From an optimization exercise on the open Yosys and OpenROAD flow, aimed at small area; shortcuts taken in it are not production practice.
In this exercise RTL edits were held to simulation tests only and were not proved equivalent to the original.
Power and IR drop assume default switching activity.

<file path="flow/flow/run.sh">
#!/bin/bash
# Layout flow: the standard flow (standard.sh) with these changes to how the layout is built:
#  - synthesis is standard.sh's own, except that ABC maps the logic with an area-oriented
#    script (flow/abc_area_nf.script: &synch2, &dch, then &nf -a) instead of ORFS's abc_speed.script;
#    the flip-flops, their names and cell types come out as in the standard synthesis;
#  - the port buffers that buffer_ports inserts use the smallest buffer cell (buf_1);
#  - clock tree synthesis runs without dummy loads, with clkbuf_4/clkbuf_8 and sink clusters of
#    up to 16 flip-flops within 60 um.
# Output: synth.log (synthesis), standard.log (the rest of the flow); ORFS's logs under orfs/logs.
set -euo pipefail
work=$(pwd)
rm -rf "$work/orfs_scripts"
cp -r "$FLOW_HOME/scripts" "$work/orfs_scripts"
cp "$work/flow/abc_area_nf.script" "$work/orfs_scripts/abc_speed.script"
SCRIPTS_DIR="$work/orfs_scripts" bash standard.sh synth > synth.log 2>&1
export BUFFER_PORTS_ARGS="-buffer_cell sky130_fd_sc_hd__buf_1"
export CTS_ARGS="-sink_clustering_enable -repair_clock_nets -dont_use_dummy_load -buf_list {sky130_fd_sc_hd__clkbuf_4 sky130_fd_sc_hd__clkbuf_8} -sink_clustering_size 16 -sink_clustering_max_diameter 60"
bash standard.sh > standard.log 2>&1
</file>
<file path="flow/flow/abc_area_nf.script">
&get -n
&st
&synch2
&dch
&nf -a -R 10000 -E 1000
&put
</file>
<file path="flow/standard.sh">
#!/bin/bash
# synth_recipe.tcl (not shown) runs the flow's synth.tcl, then flattens the netlist and writes it again
# the make line also repeats each setting of config.mk as NAME=value (left out here)
make -C /OpenROAD-flow-scripts/flow DESIGN_CONFIG=/design/flow/config.mk WORK_HOME=/design/flow/orfs CLKGATE_MAP_FILE= SYNTH_SCRIPT=/design/flow/synth_recipe.tcl "${@:-finish}"
</file>
<file path="flow/config.mk">
export PLATFORM = sky130hd
export DESIGN_NAME = MemChecker
export DESIGN_NICKNAME = MemChecker
export VERILOG_FILES = /design/flow/design.v
export SDC_FILE = /design/flow/constraint.sdc
export NUM_CORES = 8
export LEC_CHECK = 0
export ABC_AREA = 0
export CAP_MARGIN = 20
export CORE_AREA = 3 3 422 422
export DIE_AREA = 0 0 425 425
export PLACE_DENSITY = 0.75
export SLEW_MARGIN = 20
</file>
<file path="flow/constraint.sdc">
create_clock -name core_clock -period 10.0 [get_ports {clock}]
set_input_delay 2.0000 -clock core_clock [delete_from_list [all_inputs] [get_ports {clock}]]
set_output_delay 2.0000 -clock core_clock [all_outputs]
set_load 0.01 [all_outputs]
</file>
<file path="flow/design.v">
module MemCheckerInc #(parameter W = 32) (
  input  [W-1:0] a,
  input          ci,
  output [W-1:0] s
);
  wire [W:0] c;
  assign c[0] = ci;
  genvar i;
  generate
    for (i = 0; i < W; i = i + 1) begin : g
      assign s[i] = a[i] ^ c[i];
      assign c[i+1] = c[i] & a[i];
    end
  endgenerate
endmodule
module MemCheckerIncF #(parameter W = 32) (
  input  [W-1:0] a,
  input          ci,
  output [W-1:0] s
);
  localparam integer NB = W / 4;
  wire [NB:0] cb;
  assign cb[0] = ci;
  genvar b, i;
  generate
    for (b = 0; b < NB; b = b + 1) begin : g_blk
      assign cb[b+1] = cb[b] & (&a[4 * b +: 4]);
      wire [4:0] c;
      assign c[0] = cb[b];
      for (i = 0; i < 4; i = i + 1) begin : g_bit
        assign s[4 * b + i] = a[4 * b + i] ^ c[i];
        assign c[i+1] = c[i] & a[4 * b + i];
      end
    end
  endgenerate
endmodule
module MemCheckerDecB #(parameter W = 26) (
  input  [W-1:0] a,
  input          bi,
  output [W-1:0] s
);
  wire [W:0] b;
  assign b[0] = bi;
  genvar i;
  generate
    for (i = 0; i < W; i = i + 1) begin : g
      assign s[i] = a[i] ^ b[i];
      assign b[i+1] = b[i] & ~a[i];
    end
  endgenerate
endmodule
module MemCheckerDec #(parameter W = 26) (
  input  [W-1:0] a,
  output [W-1:0] s
);
  wire [W:0] b;
  assign b[0] = 1'b1;
  genvar i;
  generate
    for (i = 0; i < W; i = i + 1) begin : g
      assign s[i] = a[i] ^ b[i];
      assign b[i+1] = b[i] & ~a[i];
    end
  endgenerate
endmodule
module MemCheckerWrPat #(parameter W = 26) (
  input  [2:0]   mode,
  input  [W-1:0] n,
  output [511:0] pat
);
  wire m1 = mode == 3'd1;
  wire m2 = mode == 3'd2;
  wire m3 = mode == 3'd3;
  wire m4 = mode == 3'd4;
  wire m5 = mode == 3'd5;
  wire m6 = mode == 3'd6;
  wire m7 = mode == 3'd7;
  wire walk = m2 | m3;
  wire G = m1 | m3 | (m4 & ~n[0]);
  wire [7:0] phi;
  wire [15:0] plo;
  wire [3:0] dl;
  genvar i, c, l;
  generate
    for (i = 0; i < 8; i = i + 1) begin : g_phi
      assign phi[i] = ~walk | (n[6:4] == i);
    end
    for (i = 0; i < 16; i = i + 1) begin : g_plo
      assign plo[i] = ~walk | (n[3:0] == i);
    end
    for (i = 0; i < 4; i = i + 1) begin : g_dl
      assign dl[i] = n[8:7] == i;
    end
  endgenerate
  wire [3:0] bU  = ({4{m2}} & ~dl) | ({4{m3}} & dl);
  wire [3:0] bA5 = bU | ({4{m5}} & 4'b0101);
  wire [3:0] bB5 = bU | ({4{m5}} & 4'b0011);
  wire [3:0] bA6 = bU | ({4{m6}} & 4'b0101);
  wire [3:0] bB6 = bU | ({4{m6}} & 4'b0011);
  wire [3:0] bA7 = bU | ({4{m7}} & 4'b0101);
  wire [3:0] bB7 = bU | ({4{m7}} & 4'b0011);
  wire [7:0] phm2 = phi & {8{m2}};
  wire [31:0] bUh;
  generate
    for (i = 0; i < 32; i = i + 1) begin : g_buh
      assign bUh[i] = phi[i / 4] & bU[i % 4];
    end
  endgenerate
  generate
    for (c = 0; c < 128; c = c + 1) begin : g_col
      localparam integer B5 = c % 8;
      localparam integer B6 = c % 32;
      wire v5, v6, v7;
      if (B5 < 4) begin : g5c
        assign v5 = ((c >> (3 + B5)) & 1) ? m5 : 1'b0;
      end else if (B5 < 6) begin : g5m
        assign v5 = m5;
      end else begin : g5n
        assign v5 = m5 & n[B5 - 6];
      end
      if (B6 < 2) begin : g6c
        assign v6 = ((c >> (5 + B6)) & 1) ? m6 : 1'b0;
      end else if (B6 < 4) begin : g6m
        assign v6 = m6;
      end else if (B6 - 4 < W) begin : g6n
        assign v6 = m6 & n[B6 - 4];
      end else begin : g6z
        assign v6 = 1'b0;
      end
      if (c < 2) begin : g7m
        assign v7 = m7;
      end else if (c - 2 < W) begin : g7n
        assign v7 = m7 & n[c - 2];
      end else begin : g7z
        assign v7 = 1'b0;
      end
      wire g = ~((phm2[c / 16] & plo[c % 16]) | G | v5 | v6 | v7);
      if ((B5 == 4) || (B5 == 5) || (B6 == 2) || (B6 == 3) || (c < 2)) begin : g_mix
        wire a = phi[c / 16] & plo[c % 16];
        wire [3:0] b = (B5 == 4) ? bA5 : (B5 == 5) ? bB5 : (B6 == 2) ? bA6 : (B6 == 3) ? bB6 :
                       (c == 0) ? bA7 : bB7;
        for (l = 0; l < 4; l = l + 1) begin : g_lane
          assign pat[128 * l + c] = ~((a & b[l]) | g);
        end
      end else begin : g_uni
        for (l = 0; l < 4; l = l + 1) begin : g_lane
          assign pat[128 * l + c] = ~((plo[c % 16] & bUh[4 * (c / 16) + l]) | g);
        end
      end
    end
  endgenerate
endmodule
module MemCheckerRdChk #(parameter W = 32) (
  input  [2:0]   mode,
  input  [W-1:0] n,
  input  [511:0] rd,
  output         match
);
  wire [127:0] A1, A0, MA, MB;    
  wire [3:0] R1, R0;              
  genvar c, i, l;
  generate
    for (c = 0; c < 128; c = c + 1) begin : g_col
      assign A1[c] = rd[c] & rd[128 + c] & rd[256 + c] & rd[384 + c];
      assign A0[c] = ~(rd[c] | rd[128 + c] | rd[256 + c] | rd[384 + c]);
      assign MA[c] = ~rd[c] & rd[128 + c] & ~rd[256 + c] & rd[384 + c];
      assign MB[c] = ~rd[c] & ~rd[128 + c] & rd[256 + c] & rd[384 + c];
    end
    for (l = 0; l < 4; l = l + 1) begin : g_row
      assign R1[l] = &rd[128 * l +: 128];
      assign R0[l] = ~|rd[128 * l +: 128];
    end
  endgenerate
  wire [7:0] T1, T0;
  wire [15:0] S1, S0;
  generate
    for (i = 0; i < 8; i = i + 1) begin : g_blk
      assign T1[i] = &A1[16 * i +: 16];
      assign T0[i] = &A0[16 * i +: 16];
    end
    for (i = 0; i < 16; i = i + 1) begin : g_str
      assign S1[i] = A1[i] & A1[16 + i] & A1[32 + i] & A1[48 + i] & A1[64 + i] & A1[80 + i] & A1[96 + i] & A1[112 + i];
      assign S0[i] = A0[i] & A0[16 + i] & A0[32 + i] & A0[48 + i] & A0[64 + i] & A0[80 + i] & A0[96 + i] & A0[112 + i];
    end
  endgenerate
  wire [7:0] dhi;
  wire [15:0] dlo;
  wire [3:0] dl;
  generate
    for (i = 0; i < 8; i = i + 1) begin : g_dhi
      assign dhi[i] = n[6:4] == i;
    end
    for (i = 0; i < 16; i = i + 1) begin : g_dlo
      assign dlo[i] = n[3:0] == i;
    end
    for (i = 0; i < 4; i = i + 1) begin : g_dl
      assign dl[i] = n[8:7] == i;
    end
  endgenerate
  wire match0 = &T0;
  wire match1 = &T1;
  wire match2 = (&(T0 | dhi)) & (&(S0 | dlo)) & (&(R0 ^ dl));
  wire match3 = (&(T1 | dhi)) & (&(S1 | dlo)) & (&(R1 ^ dl));
  wire match4 = n[0] ? match0 : match1;
  wire [127:0] leaf5;
  wire [1:0] grp5;
  generate
    for (c = 0; c < 128; c = c + 1) begin : g_l5
      localparam integer B5 = c % 8;
      if (B5 < 4) begin : gc
        assign leaf5[c] = ((c >> (3 + B5)) & 1) ? A1[c] : A0[c];
      end else if (B5 == 4) begin : ga
        assign leaf5[c] = MA[c];
      end else if (B5 == 5) begin : gb
        assign leaf5[c] = MB[c];
      end else begin : gn
        assign leaf5[c] = 1'b1;
      end
    end
    for (i = 0; i < 2; i = i + 1) begin : g_g5
      wire all1 = A1[6 + i] & A1[14 + i] & A1[22 + i] & A1[30 + i] & A1[38 + i] & A1[46 + i] & A1[54 + i] & A1[62 + i] &
                  A1[70 + i] & A1[78 + i] & A1[86 + i] & A1[94 + i] & A1[102 + i] & A1[110 + i] & A1[118 + i] & A1[126 + i];
      wire all0 = A0[6 + i] & A0[14 + i] & A0[22 + i] & A0[30 + i] & A0[38 + i] & A0[46 + i] & A0[54 + i] & A0[62 + i] &
                  A0[70 + i] & A0[78 + i] & A0[86 + i] & A0[94 + i] & A0[102 + i] & A0[110 + i] & A0[118 + i] & A0[126 + i];
      assign grp5[i] = n[i] ? all1 : all0;
    end
  endgenerate
  wire match5 = (&leaf5) & (&grp5);
  wire [31:0] grp6;
  generate
    for (i = 0; i < 32; i = i + 1) begin : g_g6
      wire all1 = A1[i] & A1[32 + i] & A1[64 + i] & A1[96 + i];
      wire all0 = A0[i] & A0[32 + i] & A0[64 + i] & A0[96 + i];
      if (i == 0) begin : g0
        assign grp6[i] = A0[0] & A1[32] & A0[64] & A1[96];
      end else if (i == 1) begin : g1
        assign grp6[i] = A0[1] & A0[33] & A1[65] & A1[97];
      end else if (i == 2) begin : g2
        assign grp6[i] = MA[2] & MA[34] & MA[66] & MA[98];
      end else if (i == 3) begin : g3
        assign grp6[i] = MB[3] & MB[35] & MB[67] & MB[99];
      end else if (i - 4 < W) begin : gn
        assign grp6[i] = n[i - 4] ? all1 : all0;
      end else begin : gz
        assign grp6[i] = all0;
      end
    end
  endgenerate
  wire match6 = &grp6;
  wire [127:0] leaf7;
  generate
    for (c = 0; c < 128; c = c + 1) begin : g_l7
      if (c == 0) begin : ga
        assign leaf7[c] = MA[0];
      end else if (c == 1) begin : gb
        assign leaf7[c] = MB[1];
      end else if (c - 2 < W) begin : gn
        assign leaf7[c] = n[c - 2] ? A1[c] : A0[c];
      end else begin : gz
        assign leaf7[c] = A0[c];
      end
    end
  endgenerate
  wire match7 = &leaf7;
  reg m;
  always @(*) begin
    case (mode)
      3'd0: m = match0;
      3'd1: m = match1;
      3'd2: m = match2;
      3'd3: m = match3;
      3'd4: m = match4;
      3'd5: m = match5;
      3'd6: m = match6;
      default: m = match7;
    endcase
  end
  assign match = m;
endmodule
module MemChecker(
  input          clock,
  input          reset,
  output [31:0]  io_mem_address,
  output [63:0]  io_mem_byteenable,
  output         io_mem_read,
  input  [511:0] io_mem_readdata,
  input  [1:0]   io_mem_response,
  output         io_mem_write,
  output [511:0] io_mem_writedata,
  input          io_mem_waitrequest,
  input          io_mem_readdatavalid,
  input          io_mem_writeresponsevalid,
  output [7:0]   io_mem_burstcount,
  output         io_ctrl_AW_ready,
  input          io_ctrl_AW_valid,
  input  [7:0]   io_ctrl_AW_bits_addr,
  input  [2:0]   io_ctrl_AW_bits_prot,
  output         io_ctrl_W_ready,
  input          io_ctrl_W_valid,
  input  [31:0]  io_ctrl_W_bits_wdata,
  input  [3:0]   io_ctrl_W_bits_wstrb,
  input          io_ctrl_B_ready,
  output         io_ctrl_B_valid,
  output [1:0]   io_ctrl_B_bits,
  output         io_ctrl_AR_ready,
  input          io_ctrl_AR_valid,
  input  [7:0]   io_ctrl_AR_bits_addr,
  input  [2:0]   io_ctrl_AR_bits_prot,
  input          io_ctrl_R_ready,
  output         io_ctrl_R_valid,
  output [31:0]  io_ctrl_R_bits_rdata,
  output [1:0]   io_ctrl_R_bits_rresp
);
  reg         reset_d;     
  always @(posedge clock) reset_d <= reset;
  reg  [1:0]  state_wr;    
  reg         wr_en;
  reg  [5:0]  wr_addr;
  reg  [31:0] wr_data;
  reg  [1:0]  state_rd;    
  reg  [5:0]  rd_addr;
  reg  [31:0] rd_data;
  wire wr_s0 = state_wr == 2'd0;
  wire wr_s1 = state_wr == 2'd1;
  wire wr_s2 = state_wr == 2'd2;
  wire wr_s3 = state_wr == 2'd3;
  wire aw_rdy = wr_s0 | wr_s2;
  wire w_rdy  = wr_s0 | wr_s1;
  always @(posedge clock) begin
    if (reset) begin
      state_wr <= 2'd0;
    end else begin
      case (state_wr)
        2'd0: state_wr <= io_ctrl_AW_valid ? (io_ctrl_W_valid ? 2'd3 : 2'd1) : (io_ctrl_W_valid ? 2'd2 : 2'd0);
        2'd1: if (io_ctrl_W_valid) state_wr <= 2'd3;
        2'd2: if (io_ctrl_AW_valid) state_wr <= 2'd3;
        default: if (io_ctrl_B_ready) state_wr <= 2'd0;
      endcase
    end
    wr_en <= (wr_s0 & io_ctrl_AW_valid & io_ctrl_W_valid) | (wr_s1 & io_ctrl_W_valid) | (wr_s2 & io_ctrl_AW_valid);
    if (aw_rdy) wr_addr <= io_ctrl_AW_bits_addr[7:2];
    if (w_rdy) wr_data <= io_ctrl_W_bits_wdata;
    if (reset) begin
      state_rd <= 2'd0;
    end else begin
      case (state_rd)
        2'd0: if (io_ctrl_AR_valid) state_rd <= 2'd1;
        2'd1: state_rd <= 2'd2;
        default: if (io_ctrl_R_ready) state_rd <= 2'd0;
      endcase
    end
    rd_addr <= io_ctrl_AR_bits_addr[7:2];    
  end
  assign io_ctrl_AW_ready = aw_rdy;
  assign io_ctrl_W_ready = w_rdy;
  assign io_ctrl_B_valid = wr_s3;
  assign io_ctrl_B_bits = 2'd0;
  assign io_ctrl_AR_ready = state_rd == 2'd0;
  assign io_ctrl_R_valid = state_rd == 2'd2;
  assign io_ctrl_R_bits_rdata = rd_data;
  assign io_ctrl_R_bits_rresp = 2'd0;
  reg        ctrl_dir;
  reg  [2:0] ctrl_mode;
  reg        rd_status, wr_status;
  reg        rd_start, wr_start;
  reg [63:0] rd_base, wr_base;
  reg [31:0] rd_len, wr_len;
  wire we_ctrl   = wr_en & (wr_addr == 6'h04);
  wire we_rstat  = wr_en & (wr_addr == 6'h08);
  wire we_rctrl  = wr_en & (wr_addr == 6'h09);
  wire we_radlo  = wr_en & (wr_addr == 6'h0a);
  wire we_radhi  = wr_en & (wr_addr == 6'h0b);
  wire we_rlen   = wr_en & (wr_addr == 6'h0c);
  wire we_wstat  = wr_en & (wr_addr == 6'h18);
  wire we_wctrl  = wr_en & (wr_addr == 6'h19);
  wire we_wadlo  = wr_en & (wr_addr == 6'h1a);
  wire we_wadhi  = wr_en & (wr_addr == 6'h1b);
  wire we_wlen   = wr_en & (wr_addr == 6'h1c);
  wire r_done, w_done;
  wire [31:0] wd = wr_data & {32{~reset}};
  always @(posedge clock) begin
    if (we_ctrl | reset) begin
      ctrl_dir <= wd[0];
      ctrl_mode <= wd[10:8];
    end
    if (we_radlo | reset) rd_base[31:0] <= wd;
    if (we_radhi | reset) rd_base[63:32] <= wd;
    if (we_rlen | reset) rd_len <= wd;
    if (we_wadlo | reset) wr_base[31:0] <= wd;
    if (we_wadhi | reset) wr_base[63:32] <= wd;
    if (we_wlen | reset) wr_len <= wd;
    if (reset) begin
      rd_status <= 1'b0;
      wr_status <= 1'b0;
      rd_start <= 1'b0;
      wr_start <= 1'b0;
    end else begin
      rd_status <= (rd_status & ~(we_rstat & wr_data[0])) | r_done;
      wr_status <= (wr_status & ~(we_wstat & wr_data[0])) | w_done;
      rd_start <= we_rctrl & wr_data[0];
      wr_start <= we_wctrl & wr_data[0];
    end
  end
  reg  [1:0]  w_state;     
  reg  [31:0] w_addr;
  reg  [25:0] w_len;       
  reg  [25:0] w_n;         
  reg         w_prev, w_en, w_en_d, w_init_d, w_incr_d;
  reg  [31:0] w_sresp, w_sdur;
  wire w_busy = w_state != 2'd0;
  wire w_init = (w_state == 2'd0) & wr_start;
  wire w_acc  = w_busy & ~io_mem_waitrequest;
  wire [25:0] w_n_inc;
  wire w_eqhi = w_n[25:6] == w_len[25:6];
  wire w_last = w_n_inc == w_len;
  wire w_eob  = w_last | (&w_n[5:0]);
  wire [19:0] w_page_inc;
  wire w_next_burst = (w_state == 2'd2) & ~io_mem_waitrequest & w_eob & ~w_last;
  MemCheckerInc #(.W(20)) u_wpage (.a(w_addr[31:12]), .ci(1'b1), .s(w_page_inc));
  MemCheckerInc #(.W(26)) u_wn (.a(w_n), .ci(w_acc), .s(w_n_inc));
  wire [31:0] w_sresp_inc, w_sdur_inc;
  MemCheckerInc #(.W(32)) u_wresp (.a(w_sresp), .ci(w_incr_d), .s(w_sresp_inc));
  MemCheckerInc #(.W(32)) u_wdur (.a(w_sdur), .ci(w_en_d), .s(w_sdur_inc));
  assign w_done = w_prev & ~w_busy;
  always @(posedge clock) begin
    if (reset) begin
      w_state <= 2'd0;
    end else begin
      case (w_state)
        2'd0: if (wr_start) w_state <= 2'd1;
        2'd1: if (~io_mem_waitrequest) w_state <= w_last ? 2'd0 : 2'd2;
        default: if (~io_mem_waitrequest & w_eob) w_state <= w_last ? 2'd0 : 2'd1;
      endcase
    end
    if (w_init) w_addr[11:0] <= wr_base[11:0];
    if (w_init) w_addr[31:12] <= wr_base[31:12];
    else if (w_next_burst) w_addr[31:12] <= w_page_inc;
    if (w_init) w_len <= wr_len[31:6];
    w_n <= w_init ? 26'd0 : w_n_inc;
    w_prev <= w_busy;
    if (reset) w_en <= 1'b0;
    else w_en <= w_init | (~w_done & w_en);
    w_en_d <= w_en;
    w_init_d <= w_init;
    w_incr_d <= w_busy & io_mem_writeresponsevalid & (io_mem_response == 2'd0);
    if (reset_d | w_init_d) w_sresp <= 32'd0;
    else w_sresp <= w_sresp_inc;
    if (reset_d | (~w_en_d & w_init_d)) w_sdur <= 32'd0;
    else w_sdur <= w_sdur_inc;
  end
  wire [7:0] w_bc = w_eqhi ? {2'd0, w_len[5:0]} : 8'd64;
  reg  [1:0]  r_state;
  reg  [31:0] r_addr;
  reg  [25:0] r_rem;
  reg  [5:0]  r_cyc;
  reg         r_prev, r_en, r_en_d, r_incr_d;
  reg  [31:0] r_sresp, r_sdur;
  reg  [2:0]  mode_q;
  reg         c_init_d1, c_init_d2, c_inc_d1, c_inc_d2, c_ok, c_ok_d;
  reg  [31:0] s_tot, s_ok;
  wire r_busy = r_state != 2'd0;
  wire r_init = (r_state == 2'd0) & rd_start;
  wire r_inc  = r_busy & io_mem_readdatavalid;
  wire r_beat = (r_state == 2'd2) & io_mem_readdatavalid;
  wire r_eob  = r_cyc == 6'd0;
  wire [25:0] r_rem_dec;
  MemCheckerDecB #(.W(26)) u_rdec (.a(r_init ? rd_len[31:6] : r_rem), .bi(r_init | r_beat), .s(r_rem_dec));
  wire [19:0] r_page_inc;
  MemCheckerInc #(.W(20)) u_rpage (.a(r_addr[31:12]), .ci(r_beat & r_eob), .s(r_page_inc));
  wire [5:0] r_cyc_dec;
  MemCheckerDecB #(.W(6)) u_rcyc (.a(r_cyc), .bi(r_beat), .s(r_cyc_dec));
  wire [6:0] r_cyc_p1;
  MemCheckerInc #(.W(7)) u_rbc (.a({1'b0, r_cyc}), .ci(1'b1), .s(r_cyc_p1));
  wire [31:0] r_sresp_inc, r_sdur_inc;
  MemCheckerInc #(.W(32)) u_rresp (.a(r_sresp), .ci(r_incr_d), .s(r_sresp_inc));
  MemCheckerInc #(.W(32)) u_rdur (.a(r_sdur), .ci(r_en_d), .s(r_sdur_inc));
  wire [5:0]  r_cyc_new = r_rem_dec[5:0] | {6{|r_rem_dec[25:6]}};
  assign r_done = r_prev & ~r_busy;
  always @(posedge clock) begin
    if (reset) begin
      r_state <= 2'd0;
    end else begin
      case (r_state)
        2'd0: if (rd_start) r_state <= 2'd1;
        2'd1: if (~io_mem_waitrequest) r_state <= r_eob ? 2'd0 : 2'd2;
        default: if (r_beat & r_eob) r_state <= (r_rem == 26'd0) ? 2'd0 : 2'd1;
      endcase
    end
    if (r_init) r_addr[11:0] <= rd_base[11:0];
    r_addr[31:12] <= r_init ? rd_base[31:12] : r_page_inc;
    r_rem <= r_rem_dec;
    r_cyc <= (r_init | (r_beat & r_eob)) ? r_cyc_new : r_cyc_dec;
    r_prev <= r_busy;
    if (reset) r_en <= 1'b0;
    else r_en <= r_init | (~r_done & r_en);
    r_en_d <= r_en;
    r_incr_d <= r_inc & (io_mem_response == 2'd0);
    if (reset_d | c_init_d1) r_sresp <= 32'd0;
    else r_sresp <= r_sresp_inc;
    if (reset_d | (~r_en_d & c_init_d1)) r_sdur <= 32'd0;
    else r_sdur <= r_sdur_inc;
  end
  wire [31:0] s_tot_inc, s_ok_inc, n_r_inc;
  MemCheckerIncF #(.W(32)) u_tot (.a(s_tot), .ci(c_inc_d2), .s(s_tot_inc));
  MemCheckerInc #(.W(32)) u_ok (.a(s_ok), .ci(c_ok_d), .s(s_ok_inc));
  wire [31:0] tot_now = (reset_d | c_init_d2) ? 32'd0 : s_tot_inc;
  MemCheckerIncF #(.W(32)) u_nr (.a(tot_now), .ci(c_inc_d1), .s(n_r_inc));
  wire [31:0] n_r = c_init_d1 ? 32'd0 : n_r_inc;
  wire r_match;
  MemCheckerRdChk #(.W(32)) u_rchk (.mode(mode_q), .n(n_r), .rd(io_mem_readdata), .match(r_match));
  always @(posedge clock) begin
    mode_q <= ctrl_mode;
    c_init_d1 <= r_init;
    c_init_d2 <= c_init_d1;
    c_inc_d1 <= r_inc;
    c_inc_d2 <= c_inc_d1;
    c_ok <= r_inc & r_match;
    c_ok_d <= c_ok;
    s_tot <= tot_now;
    if (reset_d | c_init_d2) s_ok <= 32'd0;
    else s_ok <= s_ok_inc;
  end
  MemCheckerWrPat #(.W(26)) u_wpat (.mode(mode_q), .n(w_n), .pat(io_mem_writedata));
  wire w_cmd = w_state == 2'd1;
  wire r_cmd = r_state == 2'd1;
  assign io_mem_address = ctrl_dir ? (w_cmd ? w_addr : 32'd0) : (r_cmd ? r_addr : 32'd0);
  assign io_mem_burstcount = ctrl_dir ? (w_cmd ? w_bc : 8'd0) : (r_cmd ? {1'b0, r_cyc_p1} : 8'd0);
  assign io_mem_byteenable = 64'hffffffffffffffff;
  assign io_mem_read = r_cmd;
  assign io_mem_write = w_busy;
  always @(posedge clock) begin
    if (state_rd == 2'd1) begin
      case (rd_addr)
        6'h00: rd_data <= 32'h3e3c8ec8;
        6'h01: rd_data <= 32'h00010003;
        6'h02: rd_data <= 32'h00004040;
        6'h04: rd_data <= {21'd0, ctrl_mode, 7'd0, ctrl_dir};
        6'h08: rd_data <= {31'd0, rd_status};
        6'h0a: rd_data <= rd_base[31:0];
        6'h0b: rd_data <= rd_base[63:32];
        6'h0c: rd_data <= rd_len;
        6'h0d: rd_data <= r_sresp;
        6'h0e: rd_data <= r_sdur;
        6'h18: rd_data <= {31'd0, wr_status};
        6'h1a: rd_data <= wr_base[31:0];
        6'h1b: rd_data <= wr_base[63:32];
        6'h1c: rd_data <= wr_len;
        6'h1d: rd_data <= w_sresp;
        6'h1e: rd_data <= w_sdur;
        6'h28: rd_data <= s_tot;
        6'h29: rd_data <= s_ok;
        default: rd_data <= 32'd0;
      endcase
    end
  end
endmodule
</file>
==> run_results.csv, run 1 <==
group,metric,value,unit
status,outcome,"timing/DRC/antenna clean",
synth,netlist_top_cells_area,"edfxtp_1 26%, dfxtp_1 16%, ha_1 10%",
final_layout,areaGrowthSynthToFinish,25.3,%
synth,muxShareOfSynthArea,1.68,%
worst_setup_path,cp.arrival,9.35,ns
drt,initialDrtViolationCount,6881,
grt,grt_start_max_net_pins,61,
worst_setup_path,ff2ff_setup_slack,1.91,ns
die,rows,153,
sta,fmax,0.112,GHz
drt,final_antenna_net_count,0,
worst_setup_path,cpMaxStageDelayCell,"buf_1",
pwr,clock_power_share,14.8,%
grt,grt_use_total,37.4,%
clock_tree,cts_buffers,50,
synth,synth-edff-count,336,
worst_setup_path,r2r_end,"w_addr[19]$_DFFE_PP_",
grt,grt_pass1_wl,449,mm
synth,synth_compound_area_share,16.7,%
worst_setup_path,crit_path_frequent_cell,"ha_1",
sta,setup_viol,0,
grt,grt_remaining_overflow,0,
synth,synth.cell_area,38200,µm²
worst_setup_path,cp.depth,34,
pwr,cellPowerDensity,179,nW/µm²
synth,synthTopCellsByCount,"644 x a21oi_1, 382 x nand4_1, 369 x nor4_1, 336 x edfxtp_1, 308 x dfxtp_1",
placement,dp_hpwl,297,mm
sta,fin_skew,0.0869,ns
synth,async_flop_share,0,%
synth,synthSimpleGateAreaFrac,25.3,%
clock_tree,clkTransAtPathRegs,0.10,ns
die,ios,1241,
synth,ys_seq_elements,644,
grt,use_met2,59.2,%
worst_hold_path,hp-class,"reg2reg",
sta,rsz0062_at_grt,"false",
pwr,internal_power,4.35,mW
synth,yosys.area.top_type_share,26.4,%
worst_setup_path,critPathKind,"in2reg",
sta,fin_crit_sh,89.2,%
grt,antenna_found_initial,59,
sta,fin_crit,8.92,ns
sta,relSlewSlack,8.89,%
synth,synthFlopType,"edfxtp_1",
worst_setup_path,rr_startpoint,"w_state[1]$_SDFFE_PP0P_",
synth,ys_seq_area_share,42.6,%
grt,met1_usage,44.4,%
worst_setup_path,cp_num_buf_inv,2,
worst_setup_path,critPathTopFamily,"adder cells",
synth,yosys.area_share.xor_xnor,1.74,%
placement,io_buffers,1157,
grt,top_usage_layer,"met2",
final_layout,final_nets,6230,
pwr,leakagePower,17.0,nW
worst_setup_path,worstRegToRegCells,34,
drt,drc,0,
job,cap_violations,0,
placement,dp_cells,7614,
die,core,174000,µm²
pwr,seqPwrFrac,38.0,%
worst_setup_path,required,10.43,ns
synth,synth_most_common_cell,"a21oi_1",
sta,finalHoldViolCount,0,
die,die_x,425,µm
grt,met3_usage,9.24,%
clock_tree,cts_tree,"built",
clock_tree,cts_resized,0,
synth,avgSynthCellArea,9.65,µm²
drt,drt-wirelength-per-cell,46.1,µm
sta,drv_slew,0,
worst_hold_path,min_from,"c_ok$_DFF_P_",
clock_tree,clockBufferDepth,3,
synth,synth_cell_types,61,
worst_hold_path,holdPathEnd,"c_ok_d$_DFF_P_",
synth,yosysWarnings,2,
final_layout,drive_gt1_share,6.35,%
worst_setup_path,slowest_delay,0.44,ns
synth,synth_top_family_by_area,"simple AND/OR/NAND/NOR gates",
drt,via_count,46600,
final_layout,fin_util,27.4,%
synth,netlist_instances,3956,
worst_hold_path,holdPathStages,0,
die,die_h,425,µm
clock_tree,clkSinkCount,644,
die,initial_core_util,21.9,%
pwr,irDropWorstVdd,0.107,mV
final_layout,stdcell_count,7697,
drt,viasPerCell,6.05,
grt,grt_pass1_vias,44100,
clock_tree,cts-htree-levels,2,
clock_tree,clock_latency,0.69,ns
synth,synth_fa_ha_area_share,10.0,%
pwr,pwr-share-comb,47.1,%
sta,worstMarginPinSlew,1.35,ns
clock_tree,postCtsHoldBufs,0,
placement,place.gp.congestion,1.06,
drt,wirelength,355,mm
drt,drt-pass1-iter-count,7,
worst_setup_path,path_max_fanout,20,
clock_tree,ctsRootBufferMaster,"clkbuf_8",
sta,tns,0,ns
pwr,power.share.switching,49.3,%
synth,yosysTopAreaCell,"edfxtp_1",
worst_setup_path,end_kind,"flip-flop",
worst_setup_path,cp-start-kind,"input port",
clock_tree,cts_setup_buffers,0,
pwr,switching_power,4.23,mW
die,floorplan.die_area,181000,µm²
layout by cell type (no fill, tap or decap), drive strengths merged, types with 59 or more instances in the layout:
| cell type | synthesis | layout |
|---|---|---|
| a21oi | 644 | 644 |
| clkinv | 59 | 59 |
| nand3 | 64 | 64 |
| nand4 | 382 | 382 |
| and2 | 216 | 216 |
| dfxtp | 308 | 308 |
| nor3 | 70 | 70 |
| nor2b | 65 | 65 |
| a22o | 74 | 74 |
| ha | 305 | 305 |
| buf | 69 | 1336 |
| nor4 | 369 | 369 |
| a221oi | 65 | 65 |
| conb | 2 | 69 |
| nand2 | 206 | 206 |
| nor2 | 201 | 201 |
| edfxtp | 336 | 336 |
worst reg2reg max path: cells and delay by family, from the launching register on:
kind	cells	cell delay (ns)
AND/OR/NAND/NOR	7	1.97
AO/OA/AOI/OAI	1	0.10
buffers and inverters	1	0.22
flip-flops	1	0.39
XOR/XNOR	1	0.15
adder cells (fa/ha/maj)	24	5.02
power groups by stage:
| stage | clock [mW] | combinational (mW) | sequential, mW |
|---|---|---|---|
| 3_3_place_gp | 0 | 3.85 | 3.30 |
| 6_report | 1.27 | 4.04 | 3.26 |
| 5_1_grt | 1.37 | 4.05 | 3.28 |
| 2_1_floorplan | 0 | 1.33 | 3.23 |
| 4_1_cts | 1.28 | 3.87 | 3.26 |
| 3_5_place_dp | 0 | 3.86 | 3.32 |
sequential cells by signal, summed over array words and instances (netlist names), 26 cells and up:
name     flops
rd_len      32
wr_base     64
w_len       26
s_ok        32
rd_data     32
s_tot       32
w_sdur      32
r_rem       26
wr_data     32
rd_base     64
w_sresp     32
r_sresp     32
w_addr      32
wr_len      32
r_sdur      32
w_n         26
r_addr      32
worst max path at each step:
stage | start | endpoint | slack, ns
6_report | io_mem_waitrequest | w_addr[19]$_DFFE_PP_ | 1.08
5_1_grt | io_mem_waitrequest | w_addr[21]$_DFFE_PP_ | 0.75
4_1_cts | io_mem_waitrequest | w_addr[21]$_DFFE_PP_ | 1.12
3_5_place_dp | io_mem_waitrequest | w_addr[14]$_DFFE_PP_ | 0.42
3_3_place_gp | io_mem_waitrequest | w_addr[12]$_DFFE_PP_ | 0.38
2_1_floorplan | io_mem_waitrequest | w_addr[12]$_DFFE_PP_ | 0.66
logic make-up after synthesis:
family | after synthesis
simple gates | 1707
compound gates | 1033
flops | 644
fa+ha+maj | 305
buf+inv | 128
xor+xnor | 76
mux | 61
other cells | 2
layer usage:
metal / routed length, µm / up-vias
li1: - / 18700
met5: 322 / -
met2: 158000 / 3528
met4: 30700 / 40
met1: 133000 / 23400
met3: 32500 / 869
area by class of cell:
cell class | instances | area, µm²
sequential | 644 | 16300
tap | 2325 | 2910
fill | 19000 | 126000
timing repair buffer | 1337 | 5710
antenna | 31 | 77.6
multi-input combinational | 3251 | 22000
inverter | 59 | 223
clock buffer | 50 | 688
stage by stage:
| step | total power, mW | hold slack, ns | cell area, µm² | setup slack, ns |
|---|---|---|---|---|
| 2_1_floorplan | 4.56 | 0.310 | 38400 | 0.665 |
| 6_report | 8.57 | 0.353 | 47800 | 1.08 |
| 3_5_place_dp | 7.17 | 0.315 | 46900 | 0.418 |
| 4_1_cts | 8.40 | 0.354 | 47600 | 1.12 |
| 3_3_place_gp | 7.16 | 0.334 | 46900 | 0.380 |
| 5_1_grt | 8.70 | 0.362 | 47800 | 0.748 |
==> run 2: changes to the inputs <==
==> flow/flow/run.sh (replaced) <==
#!/bin/bash
# Layout flow: the standard flow (standard.sh) with these changes to how the layout is built:
#  - synthesis is standard.sh's own, except that ABC maps the logic with an area-oriented
#    script (flow/abc_area_nf.script: &dch then &nf -a) instead of ORFS's abc_speed.script;
#    the flip-flops, their names and cell types come out as in the standard synthesis;
#  - the port buffers that buffer_ports inserts use the smallest buffer cell (buf_1);
#  - clock tree synthesis runs without dummy loads, with clkbuf_4/clkbuf_8 and sink clusters of
#    up to 16 flip-flops within 60 um.
# Output: synth.log (synthesis), standard.log (the rest of the flow); ORFS's logs under orfs/logs.
set -euo pipefail
work=$(pwd)
rm -rf "$work/orfs_scripts"
cp -r "$FLOW_HOME/scripts" "$work/orfs_scripts"
cp "$work/flow/abc_area_nf.script" "$work/orfs_scripts/abc_speed.script"
SCRIPTS_DIR="$work/orfs_scripts" bash standard.sh synth > synth.log 2>&1
export BUFFER_PORTS_ARGS="-buffer_cell sky130_fd_sc_hd__buf_1"
export CTS_ARGS="-sink_clustering_enable -repair_clock_nets -dont_use_dummy_load -buf_list {sky130_fd_sc_hd__clkbuf_4 sky130_fd_sc_hd__clkbuf_8} -sink_clustering_size 12 -sink_clustering_max_diameter 50"
bash standard.sh > standard.log 2>&1
==> flow/flow/abc_area_nf.script (replaced) <==
&get -n
&st
&dch
&nf -a -R 10000 -E 1000
&put
--- a/flow/config.mk
+++ b/flow/config.mk
@@ -6,8 +6,8 @@
 export NUM_CORES = 8
 export LEC_CHECK = 0
 export ABC_AREA = 0
-export CAP_MARGIN = 20
-export CORE_AREA = 3 3 422 422
-export DIE_AREA = 0 0 425 425
+export CAP_MARGIN = 30
+export CORE_AREA = 3 3 647 197
+export DIE_AREA = 0 0 650 200
 export PLACE_DENSITY = 0.75
 export SLEW_MARGIN = 20
==> run_results.csv, run 2 <==
group,metric,value,unit
status,outcome,"timing/DRC/antenna clean",
grt,antenna_found_initial,121,
worst_setup_path,crit_path_frequent_cell,"ha_1",
drt,initialDrtViolationCount,9968,
grt,use_met2,46.0,%
synth,ys_seq_area_share,42.6,%
placement,dp_cells,6948,
clock_tree,clockBufferDepth,3,
worst_setup_path,cp.arrival,9.24,ns
clock_tree,cts_buffers,59,
clock_tree,clkSinkCount,644,
drt,wirelength,263,mm
die,die_x,650,µm
sta,finalHoldViolCount,0,
worst_setup_path,critPathKind,"in2reg",
sta,fmax,0.113,GHz
die,rows,70,
final_layout,biggestRegsByFlops,"rd_base: 64 flops, wr_base: 64 flops",
grt,grt_pass1_wl,339,mm
drt,drc,0,
grt,met3_usage,25.5,%
worst_setup_path,end_kind,"flip-flop",
synth,ys_seq_elements,644,
grt,top_usage_layer,"met1",
worst_setup_path,required,10.38,ns
drt,drt-pass1-iter-count,11,
sta,rsz0062_at_grt,"false",
placement,io_buffers,1157,
final_layout,final_cell_mix,"1,156 x buf_1, 648 x a21oi_1, 422 x nand4_1",
sta,fin_skew,0.0795,ns
synth,yosysWarnings,2,
sta,fin_crit,8.86,ns
synth,async_flop_share,0,%
sta,setup_viol,0,
clock_tree,postCtsHoldBufs,0,
final_layout,areaGrowthSynthToFinish,23.3,%
sta,relSlewSlack,15.1,%
clock_tree,clkTransAtPathRegs,0.08,ns
worst_hold_path,hp-class,"reg2reg",
worst_setup_path,cp-start-kind,"input port",
synth,avgSynthCellArea,9.61,µm²
grt,grt_use_total,37.7,%
drt,via_count,46700,
grt,grt_remaining_overflow,0,
synth,synth.cell_area,38200,µm²
final_layout,stdcell_count,7109,
sta,worstMarginPinSlew,1.26,ns
sta,drv_slew,0,
synth,netlist_instances,3975,
placement,dp_hpwl,220,mm
final_layout,final_nets,6259,
die,floorplan.die_area,130000,µm²
die,core,123000,µm²
pwr,irDropWorstVdd,0.124,mV
synth,synth-edff-count,336,
synth,netlist_top_cells_area,"edfxtp_1 26%, dfxtp_1 16%, ha_1 10%",
synth,synth_cell_types,59,
grt,grt_pass1_vias,39300,
synth,synth_most_common_cell,"a21oi_1",
synth,synthFlopType,"edfxtp_1",
die,ios,1241,
drt,drt-wirelength-per-cell,37.0,µm
worst_setup_path,cpMaxStageDelayCell,"nand2_1",
grt,grt_start_max_net_pins,63,
final_layout,final_common_cell,"buf_1",
clock_tree,cts_setup_buffers,0,
pwr,leakagePower,17.0,nW
clock_tree,cts-htree-levels,2,
clock_tree,ctsRootBufferMaster,"clkbuf_8",
drt,final_antenna_net_count,0,
synth,yosysTopAreaCell,"edfxtp_1",
synth,yosys.area.top_type_share,26.4,%
worst_setup_path,path_max_fanout,20,
job,cap_violations,0,
synth,synthTopCellsByCount,"650 x a21oi_1, 422 x nand4_1, 386 x nor4_1, 336 x edfxtp_1, 308 x dfxtp_1",
sta,tns,0,ns
worst_setup_path,slowest_delay,0.41,ns
die,initial_core_util,31.2,%
clock_tree,cts_resized,0,
drt,viasPerCell,6.57,
sta,fin_crit_sh,88.6,%
clock_tree,clock_latency,0.74,ns
placement,place.gp.congestion,1.11,
die,die_h,200,µm
final_layout,drive_gt1_share,5.64,%
pwr,cellPowerDensity,175,nW/µm²
grt,met1_usage,51.2,%
clock_tree,cts_tree,"built",
## run 2: cell types whose count changed after synthesis, moves of 21 or more
cell / delta
a222oi_1: +31
a22o_1: -35
and2_0: -31
and3_1: +29
nand2_1: +39
nand4_1: +40
nor3_1: -31
nor4bb_1: +21
o21ai_0: +30
xnor2_1: +23
## run 2: cell type report
class,count,area (µm²)
clock buffer,59,812
multi-input combinational,3275,21900
timing repair buffer,1338,5670
inverter,54,203
tap,1656,2070
fill,12400,75400
sequential,644,16300
antenna,83,208
## run 2: through the flow
step | total power [mW] | hold slack [ns] | setup WS (ns) | cell area (µm²) | utilization, %
final | 8.22 | 0.333 | 1.14 | 47100 | 38.4
after global routing | 8.49 | 0.353 | 0.876 | 47000 | 38.4
after CTS | 8.03 | 0.335 | 1.36 | 46700 | 38.1
after detailed placement | 6.66 | 0.316 | 0.672 | 45900 | 37.5
after global placement | 6.63 | 0.311 | 0.733 | 45700 | 37.3
after floorplan | 4.91 | 0.310 | 1.57 | 38500 | -
## run 2: final timing paths
| check | to | cells after the start | slack [ns] | start |
|---|---|---|---|---|
| setup / recovery | w_addr[22]$_DFFE_PP_ | 34 | 1.14 | io_mem_waitrequest |
| hold reg to reg | c_ok_d$_DFF_P_ | 0 | 0.33 | c_ok$_DFF_P_ |
| setup reg to reg | w_addr[22]$_DFFE_PP_ | 34 | 2.18 | w_state[0]$_SDFFE_PP0P_ |
| hold / removal | c_ok_d$_DFF_P_ | 0 | 0.33 | c_ok$_DFF_P_ |
## run 2: kinds of logic (layout without fill, tap and decap cells)
family	count (synthesis)	after routing	share of synthesized area (%)
other cells	2	152	0.0197
buf+inv	123	1451	1.89
mux	61	61	1.66
xor+xnor	81	81	1.86
flops	644	644	42.6
simple gates	1744	1744	25.8
fa+ha+maj	305	305	9.99
compound gates	1015	1015	16.3
## run 2: power by group
group	switching [mW]	internal, mW
Clock	0.908	0.524
Combinational	2.61	0.865
Sequential	0.196	3.12
## run 2: critical path: cells and delay by family
family                   cells  cell delay, ns
AO/OA/AOI/OAI                2            0.48
XOR/XNOR                     2            0.36
AND/OR/NAND/NOR              4            1.10
buffers and inverters        2            0.39
adder cells (fa/ha/maj)     24            4.91
## run 2: per-layer routing
metal / part of all wire [%] / vias to the layer above
met5: 0.76 / -
met4: 3.0 / 62
met3: 19 / 655
met2: 36 / 4316
met1: 41 / 22800
li1: - / 18900

[afterwards: timing with drivers on the ports]
No port has a modelled driver above. Below, the same layouts with a new extraction and two added sets of constraints. Step 1, drivers: a clkbuf_16 drives clock and a buf_2 each remaining input, both assumed. Step 2 also shifts input and output timing later by t, the mid clock arrival at the registers, as if the neighbouring blocks saw the same clock. a / b / c = ideal / step 1 / step 2; a / b = the first two.
run | t, ns | slack for setup (ns) | hold WS [ns] | worst register clock-pin slew, ns | worst slew at a driven data input, ns
run 1 | 0.690 | 1.082 / 1.106 / 0.417 | 0.353 / 0.353 / 0.353 | 0.11 / 0.11 | 0.47
run 2 | 0.757 | 1.142 / 1.166 / 0.409 | 0.333 / 0.333 / 0.333 | 0.11 / 0.11 | 0.23
After both steps every run listed still meets setup and hold. For run 2, which loses most, drivers alone change the setup slack by +0.024 ns; drivers and shift together by -0.733 ns.
